Context: an optimization exercise on an open-source flow, tuned for small area and a short achievable clock period. The choices shown serve that exercise and are no tape-out recipe. The RTL was checked by simulation tests, not by an equivalence proof against the original design. Power and IR drop assume default switching activity.

==> inputs of build 91 <==
Design regalu, start of the top module:
module regalu (
    input clk,
    input rst,
    input [3:0] read_reg1,
    input [3:0] read_reg2,
    input [3:0] write_reg,
    input [2:0] alu_ctrl,
    input reg_write,
    input load,
    input [18:0] load_data,
    output [31:0] result,
    output zero
);
==> module alu_top_bits, before the edit <==
module alu_top_bits (input add, input sub, input co, output bit19, output high);
    wire cout = ~co;
    assign bit19 = cout ^ sub;
    assign high = sub & ~cout;
endmodule
export LEC_CHECK = 0
export CAP_MARGIN = 20
export CORE_MARGIN = 2
export CORE_UTILIZATION = 55
export CTS_CLUSTER_DIAMETER = 80
export CTS_CLUSTER_SIZE = 24
export SETUP_SLACK_MARGIN = 2.0
export SLEW_MARGIN = 20
export SYNTH_HIERARCHICAL = 1
create_clock -name core_clock -period 8.0 [get_ports {clk}]
standard.sh (not shown) runs the stock make flow with config.mk's settings and CLKGATE_MAP_FILE= SYNTH_SCRIPT=/design/flow/synth_recipe.tcl, a recipe that flattens the netlist after the stock synthesis.
==> flow/flow/run.sh <==
#!/bin/bash
# Standard ORFS layout with two changes:
#  - the port buffers are made from the smallest buffer cell (the repair
#    steps still resize any of them on a critical path);
#  - after global routing, an area-recovery pass (flow/post_grt.tcl)
#    downsizes cells whose delay does not set the worst slack.
set -e
here=$(cd "$(dirname "$0")" && pwd)
export BUFFER_PORTS_ARGS="-buffer_cell sky130_fd_sc_hd__buf_1"
export POST_GLOBAL_ROUTE_TCL="$here/post_grt.tcl"
bash standard.sh > standard.log 2>&1
==> flow/flow/post_grt.tcl <==
source [file join [file dirname [info script]] recover.tcl]
set ::env(DONT_USE_LIST) $::env(DONT_USE_CELLS)

proc reroute_changed {} {
  log_cmd global_route -start_incremental
  log_cmd detailed_placement
  log_cmd global_route -end_incremental
  log_cmd estimate_parasitics -global_routing
}

log_cmd estimate_parasitics -global_routing
set wns_gr0 [sta::worst_slack_cmd max]
puts "post_grt: start wns [expr {$wns_gr0 * 1e9}] area [format %.1f [total_area]]"
for {set round 0} {$round < 1} {incr round} {
  log_cmd global_route -start_incremental
  log_cmd estimate_parasitics -placement
  recover_area 0.0 0.0
  log_cmd detailed_placement
  log_cmd global_route -end_incremental
  log_cmd estimate_parasitics -global_routing
  puts "post_grt: round $round after recovery wns [expr {[sta::worst_slack_cmd max] * 1e9}] area [format %.1f [total_area]]"
  log_cmd repair_timing -setup -setup_margin [expr {$wns_gr0 * 1e9}] -repair_tns 100 -verbose
  reroute_changed
  puts "post_grt: round $round after repair wns [expr {[sta::worst_slack_cmd max] * 1e9}] area [format %.1f [total_area]]"
}
report_check_types -max_slew -max_capacitance -violators
report_worst_slack
write_guides $::env(RESULTS_DIR)/route.guide
==> flow/flow/recover.tcl <==
# Area recovery: downsize cells while the worst setup slack stays put.
proc area_of {inst} { return [expr {[[$inst getMaster] getWidth] * [[$inst getMaster] getHeight] / 1e6}] }
proc total_area {} {
  set a 0
  foreach inst [[ord::get_db_block] getInsts] { set a [expr {$a + [area_of $inst]}] }
  return $a
}
proc recover_area {tol guard} {
  set block [ord::get_db_block]
  set wns0 [sta::worst_slack_cmd max]
  set slew0 [sta::max_slew_check_slack_limit]
  set cap0 [sta::max_capacitance_check_slack_limit]
  set slew_floor [expr {min($slew0, 0.2)}]
  set cap_floor [expr {min($cap0, 0.2)}]
  puts "recover: slew slack/limit $slew0 cap slack/limit $cap0"
  puts "recover: start wns [format %.4f [expr {$wns0*1e9}]] area [format %.1f [total_area]]"
  set cands {}
  foreach inst [$block getInsts] {
    set m [$inst getMaster]
    if {[$m isBlock] || [$m getType] ne "CORE"} continue
    set mn [$m getName]
    if {[string match "*tap*" $mn] || [string match "*fill*" $mn] || [string match "*df*" $mn] || [string match "*clkbuf*" $mn] || [string match "*clkinv*" $mn]} continue
    set sinst [sta::find_instance [$inst getName]]
    if {$sinst eq "NULL" || $sinst eq ""} continue
    if {![regexp {^(sky130_fd_sc_hd__[a-z0-9]+)_([0-9]+)$} $mn -> base sz]} continue
    set smaller {}
    foreach e [get_lib_cells */${base}_*] {
      set en [get_name $e]
      if {![regexp "^${base}_\[0-9\]+\$" $en]} continue
      if {[lsearch -exact $::env(DONT_USE_LIST) $en] >= 0} continue
      set em [[ord::get_db] findMaster $en]
      if {$em eq "NULL"} continue
      if {[$em getWidth] < [$m getWidth]} { lappend smaller [list [$em getWidth] $en] }
    }
    if {[llength $smaller] == 0} continue
    set smaller [lsort -integer -index 0 $smaller]
    # slack of the instance: worst slack at its output pins
    set sl 1e9
    foreach p [get_pins -of_objects [get_cells [$inst getName]] -filter "direction==output"] {
      set s [get_property $p slack_max]
      if {$s ne "" && $s * 1e-9 < $sl} {set sl [expr {$s * 1e-9}]}
    }
    lappend cands [list $sl [$inst getName] $mn $smaller]
  }
  set cands [lsort -real -decreasing -index 0 $cands]
  set n 0
  foreach c $cands {
    lassign $c sl name mn smaller
    if {$sl < $wns0 + $guard} continue
    set inst [$block findInst $name]
    foreach s $smaller {
      set en [lindex $s 1]
      replace_cell [get_cells $name] [get_lib_cells $en]
      estimate_parasitics -placement
      set w [sta::worst_slack_cmd max]
      if {$w < $wns0 - $tol
          || [sta::max_slew_check_slack_limit] < $slew_floor
          || [sta::max_capacitance_check_slack_limit] < $cap_floor} {
        replace_cell [get_cells $name] [get_lib_cells $mn]
        estimate_parasitics -placement
      } else {
        incr n
        break
      }
    }
  }
  puts "recover: slew slack/limit [sta::max_slew_check_slack_limit] cap slack/limit [sta::max_capacitance_check_slack_limit]"
  puts "recover: downsized $n, wns [format %.4f [expr {[sta::worst_slack_cmd max]*1e9}]] area [format %.1f [total_area]]"
}
==> build 95 (differences from build 91) <==
--- a/flow/design.v
+++ b/flow/design.v
@@ -105,3 +105,3 @@
     wire cout = ~co;
-    assign bit19 = cout ^ sub;
+    assign bit19 = (add & cout) | (sub & ~cout);
     assign high = sub & ~cout;
==> flow/run.sh (new file) <==
#!/bin/bash
# synth_recipe.tcl (not shown) runs the flow's synth.tcl, then flattens the netlist and writes it again
# the make line also repeats each setting of config.mk as NAME=value (left out here)
make -C /OpenROAD-flow-scripts/flow DESIGN_CONFIG=/design/flow/config.mk WORK_HOME=/design/flow/orfs CLKGATE_MAP_FILE= SYNTH_SCRIPT=/design/flow/synth_recipe.tcl finish
CORE_UTILIZATION = 45   (was 55)
removed: flow/flow/run.sh
removed: flow/flow/post_grt.tcl
removed: flow/flow/recover.tcl
removed: flow/standard.sh
==> reports/results.txt <==
status: finished clean
Setup Skew: 0.05035 ns
seq pwr: 2.36 mW
met3 global-route usage: 11.30%
Placed Area: 15,460 sq um
Pint: 2.986 mW
Clk power: 1.01 mW
met3 wire len: 8647 microns
# the run above: build 91

==> reports/results.txt <==
Setup Skew: 0.02552 ns
core area: 32,370 sq um
Placed Area: 16,310 sq um
max_cap viols: 0
met3 wire len: 7968 microns
commonest cells after routing, fill and taps aside: a22o_1 (304), dfxtp_1 (304), a222oi_1 (209), buf_4 (119), nand2_1 (80)
NonClk Buf Share: 10.27%
initial antenna violation count: 0
status: finished clean
Via Count: 14.95k
Pint: 3.184 mW
seq pwr: 2.34 mW
# the run above: build 95

## re-timing with driven ports
No port has a modelled driver above. Below, the same layouts with a new extraction and two added sets of constraints. Step 1 assumes that a clkbuf_16 drives the clock port and a buf_2 every other input. Step 2 also shifts input and output timing later by t, the mid clock arrival at the registers, as if the neighbouring blocks saw the same clock. a / b / c = ideal / step 1 / step 2; a / b = the first two.
run | t, ns | setup slack, ns | worst setup path at the end | latest minus earliest clock arrival (ns)
build 91 | 0.579 | 1.771 / 1.744 / 1.744 | input to output | 0.051 / 0.050
build 95 | 0.597 | 1.669 / 1.632 / 1.632 | input to output | 0.025 / 0.025
After both steps every run listed still meets setup and hold. The setup slack of build 95, which loses most, moves by -0.037 ns with the drivers and by -0.037 ns with both steps.
